From an optimization exercise on the open Yosys and OpenROAD flow, aimed at small area and a short achievable clock period; shortcuts taken in it are not production practice. In this exercise RTL edits were held to simulation tests only and were not proved equivalent to the original. Power is estimated from default activity; no workload was simulated.

==> module AddrGen, before the edit <==
module AddrGen(
  input  [31:0] r1n,
  input  [11:0] imm,
  output [31:0] addr
);
  genvar gi;
  wire [11:0] an = r1n[11:0];
  wire [11:0] g0, t0;
  generate
    for (gi = 0; gi < 12; gi = gi + 1) begin : g_gt
      GtN u (.an(an[gi]), .b(imm[gi]), .g(g0[gi]), .t(t0[gi]));
    end
  endgenerate
  wire [11:0] g1, t1, g2, t2, g3, t3, g4;
  generate
    for (gi = 0; gi < 12; gi = gi + 1) begin : g_ks
      if (gi >= 1) begin : l1
        Ao21 ug (.g1(g0[gi]), .t1(t0[gi]), .g0(g0[gi-1]), .g(g1[gi]));
        And2 ut (.a(t0[gi]), .b(t0[gi-1]), .y(t1[gi]));
      end else begin : l1n
        assign g1[gi] = g0[gi];
        assign t1[gi] = t0[gi];
      end
      if (gi >= 2) begin : l2
        Ao21 ug (.g1(g1[gi]), .t1(t1[gi]), .g0(g1[gi-2]), .g(g2[gi]));
        And2 ut (.a(t1[gi]), .b(t1[gi-2]), .y(t2[gi]));
      end else begin : l2n
        assign g2[gi] = g1[gi];
        assign t2[gi] = t1[gi];
      end
      if (gi >= 4) begin : l3
        Ao21 ug (.g1(g2[gi]), .t1(t2[gi]), .g0(g2[gi-4]), .g(g3[gi]));
        And2 ut (.a(t2[gi]), .b(t2[gi-4]), .y(t3[gi]));
      end else begin : l3n
        assign g3[gi] = g2[gi];
        assign t3[gi] = t2[gi];
      end
      if (gi >= 8) begin : l4
        Ao21 ug (.g1(g3[gi]), .t1(t3[gi]), .g0(g3[gi-8]), .g(g4[gi]));
      end else begin : l4n
        assign g4[gi] = g3[gi];
      end
    end
  endgenerate
  wire [11:0] c   = {g4[10:0], 1'b0};
  wire [11:0] x   = an ^ ~imm;
  wire [11:0] lo  = x ^ c;
  wire        c12 = g4[11];
  wire [19:0] hn = r1n[31:12];
  wire [19:0] hi = ~hn;
  wire [19:0] A [0:5];
  wire [19:0] D [0:5];
  assign A[0] = hi;
  assign D[0] = hn;
  genvar l;
  generate
    for (l = 0; l < 5; l = l + 1) begin : g_pl
      for (gi = 0; gi < 20; gi = gi + 1) begin : g_b
        if ((gi >> l) & 1) begin : m
          localparam integer J = ((gi >> l) << l) - 1;
          And2 ua (.a(A[l][gi]), .b(A[l][J]), .y(A[l+1][gi]));
          And2 ud (.a(D[l][gi]), .b(D[l][J]), .y(D[l+1][gi]));
        end else begin : k
          assign A[l+1][gi] = A[l][gi];
          assign D[l+1][gi] = D[l][gi];
        end
      end
    end
  endgenerate
  wire [19:0] incm = {A[5][18:0], 1'b1};
  wire [19:0] decm = {D[5][18:0], 1'b1};
  wire        sgn = imm[11];
  wire [19:0] withC = sgn ? hi : hi ^ incm;
  wire [19:0] noC   = sgn ? hi ^ decm : hi;
  assign addr = {c12 ? withC : noC, lo};
endmodule
==> module Exec, before the edit <==
module Exec(
  input  [31:0] r1,
  input  [31:0] b,
  input         sub,
  input         left,
  input         arith,
  input  [9:0]  wsel,
  input  [31:0] ld,
  input  [31:1] pc4,
  input  [31:0] pcAdd,
  output [31:0] wdata,
  output        zero
);
  genvar gi, l;
  wire [31:0] bx = b ^ {32{sub}};
  wire [31:0] p  = r1 ^ bx;
  wire [31:0] g  = r1 & bx;
  wire [31:0] G [0:5];
  wire [31:0] P [0:5];
  assign G[0] = {g[31:1], g[0] | (p[0] & sub)};
  assign P[0] = p;
  generate
    for (l = 0; l < 5; l = l + 1) begin : g_lvl
      for (gi = 0; gi < 32; gi = gi + 1) begin : g_b
        if ((gi >> l) & 1) begin : m
          localparam integer J = ((gi >> l) << l) - 1;
          assign G[l+1][gi] = G[l][gi] | (P[l][gi] & G[l][J]);
          assign P[l+1][gi] = P[l][gi] & P[l][J];
        end else begin : k
          assign G[l+1][gi] = G[l][gi];
          assign P[l+1][gi] = P[l][gi];
        end
      end
    end
  endgenerate
  wire [31:0] c   = {G[5][30:0], sub};
  wire [31:0] sum = p ^ c;
  wire        cout = G[5][31];
  wire sltu = ~cout;
  wire slt  = (r1[31] ^ b[31]) ? r1[31] : sum[31];
  assign zero = ~|sum;
  wire [31:0] shin;
  generate
    for (gi = 0; gi < 32; gi = gi + 1) begin : g_rev
      assign shin[gi] = left ? r1[31 - gi] : r1[gi];
    end
  endgenerate
  wire fill = ~left & arith & r1[31];
  wire [4:0] sh = b[4:0];
  wire [31:0] S [0:5];
  assign S[0] = shin;
  generate
    for (l = 0; l < 5; l = l + 1) begin : g_sh
      for (gi = 0; gi < 32; gi = gi + 1) begin : g_b
        if (gi + (1 << l) < 32) begin : m
          assign S[l+1][gi] = sh[l] ? S[l][gi + (1 << l)] : S[l][gi];
        end else begin : f
          assign S[l+1][gi] = sh[l] ? fill : S[l][gi];
        end
      end
    end
  endgenerate
  wire [31:0] shr = S[5];
  generate
    for (gi = 0; gi < 32; gi = gi + 1) begin : g_out
      wire t = (wsel[0] & sum[gi]) | (wsel[1] & shr[31 - gi]) | (wsel[2] & shr[gi]) |
               (wsel[3] & p[gi]) | (wsel[4] & g[gi]) |
               (wsel[7] & ld[gi]) | (wsel[9] & pcAdd[gi]);
      if (gi == 0) begin : b0
        assign wdata[gi] = t | (wsel[5] & slt) | (wsel[6] & sltu);
      end else begin : bn
        assign wdata[gi] = t | (wsel[8] & pc4[gi]);
      end
    end
  endgenerate
endmodule
clock: 14.5 ns
lec_check: 0
cap_margin: 20
core_margin: 2
core_utilization: 50
setup_slack_margin: 5
slew_margin: 20
synth_hierarchical: 1
standard.sh (not shown) runs the stock make flow with config.mk's settings and CLKGATE_MAP_FILE= SYNTH_SCRIPT=/design/flow/synth_recipe.tcl, a recipe that flattens the netlist after the stock synthesis.
==> flow/flow/run.sh <==
#!/bin/bash
# Layout flow: the standard flow (standard.sh) with the standard synthesis
# unchanged, and two changes to how the layout is made:
#  - the port buffers are buf_2 cells instead of the delay buffers buffer_ports
#    picks by default (every port still gets its buffer);
#  - the clock tree is built without dummy loads, from larger sink clusters.
# Each step's full output goes to a log file of its own in this folder.
set -euo pipefail
bash standard.sh synth > log_1_synth.txt 2>&1
bash standard.sh \
  "BUFFER_PORTS_ARGS=-buffer_cell sky130_fd_sc_hd__buf_2" \
  "CTS_ARGS=-sink_clustering_enable -repair_clock_nets -dont_use_dummy_load -sink_clustering_size 30 -sink_clustering_max_diameter 100" \
  finish > log_2_layout.txt 2>&1
Change:
--- a/flow/design.v
+++ b/flow/design.v
@@ -195,9 +195,8 @@
   endgenerate
   wire [11:0] c   = {g4[10:0], 1'b0};
   wire [11:0] x   = an ^ ~imm;
   wire [11:0] lo  = x ^ c;
-  wire        c12 = g4[11];
   wire [19:0] hn = r1n[31:12];
   wire [19:0] hi = ~hn;
   wire [19:0] A [0:5];
   wire [19:0] D [0:5];
@@ -222,17 +221,33 @@
   wire [19:0] decm = {D[5][18:0], 1'b1};
   wire        sgn = imm[11];
   wire [19:0] withC = sgn ? hi : hi ^ incm;
   wire [19:0] noC   = sgn ? hi ^ decm : hi;
-  assign addr = {c12 ? withC : noC, lo};
+  wire [3:0] c12x;
+  wire [19:0] up;
+  generate
+    for (gi = 0; gi < 4; gi = gi + 1) begin : g_c12
+      Ao21 uc (.g1(g3[11]), .t1(t3[11]), .g0(g3[3]), .g(c12x[gi]));
+    end
+    for (gi = 0; gi < 20; gi = gi + 1) begin : g_up
+      Mux2 um (.s(c12x[gi / 5]), .a1(withC[gi]), .a0(noC[gi]), .y(up[gi]));
+    end
+  endgenerate
+  assign addr = {up, lo};
 endmodule
 module GtN(input an, b, output g, t);
   assign g = ~an & b;
   assign t = ~an | b;
 endmodule
 module And3(input a, b, c, output y);
   assign y = a & b & c;
 endmodule
+module Mux2(input s, a1, a0, output y);
+  assign y = s ? a1 : a0;
+endmodule
+module Xor2(input a, b, output y);
+  assign y = a ^ b;
+endmodule
 module Nand2(input a, b, output y);
   assign y = ~(a & b);
 endmodule
 module Nor3(input a, b, c, output y);
@@ -292,9 +307,20 @@
   wire [31:0] sum = p ^ c;
   wire        cout = G[5][31];
   wire sltu = ~cout;
   wire slt  = (r1[31] ^ b[31]) ? r1[31] : sum[31];
-  assign zero = ~|sum;
+  wire [31:0] t = r1 | bx;
+  wire [31:0] z;
+  generate
+    for (gi = 0; gi < 32; gi = gi + 1) begin : g_z
+      if (gi == 0) begin : b0
+        Xor2 u (.a(p[0]), .b(sub), .y(z[0]));
+      end else begin : bn
+        Xor2 u (.a(p[gi]), .b(t[gi-1]), .y(z[gi]));
+      end
+    end
+  endgenerate
+  assign zero = ~|z;
   wire [31:0] shin;
   generate
     for (gi = 0; gi < 32; gi = gi + 1) begin : g_rev
       assign shin[gi] = left ? r1[31 - gi] : r1[gi];
Effect: Now the flow finished but failed the layout checks on slew limit; clock power hardly moves; power shrinks by about 0.9%; via count barely changes; final area shrinks by about 0.4%; area after synthesis grows by 2.1%.

-- afterwards: timing with drivers on the ports --
The results above use ideal ports. As a check the final layouts listed here were re-extracted and re-timed, cells and wires unchanged. Step 1: set_driving_cell puts a clkbuf_16 on clock and a buf_2 on each other input, an assumption about the parent block. Step 2 moves the port delays by t, midway between the first and last clock arrival at a register: inputs arrive t later, outputs are due t later. That takes back most of the time a late clock gives input paths. Three values: no drivers, after step 1, after step 2; two values: the first two.
| run | t (ns) | setup WS [ns] | slew at the worst register clock pin (ns) |
|---|---|---|---|
| the first run | 0.733 | 4.760 / 4.560 / 4.401 | 0.12 / 0.12 |
| the second run | 0.723 | 4.918 / 4.880 / 4.467 | 0.12 / 0.12 |
For the second run, which loses most, drivers alone change the setup slack by -0.038 ns; drivers and shift together by -0.451 ns.
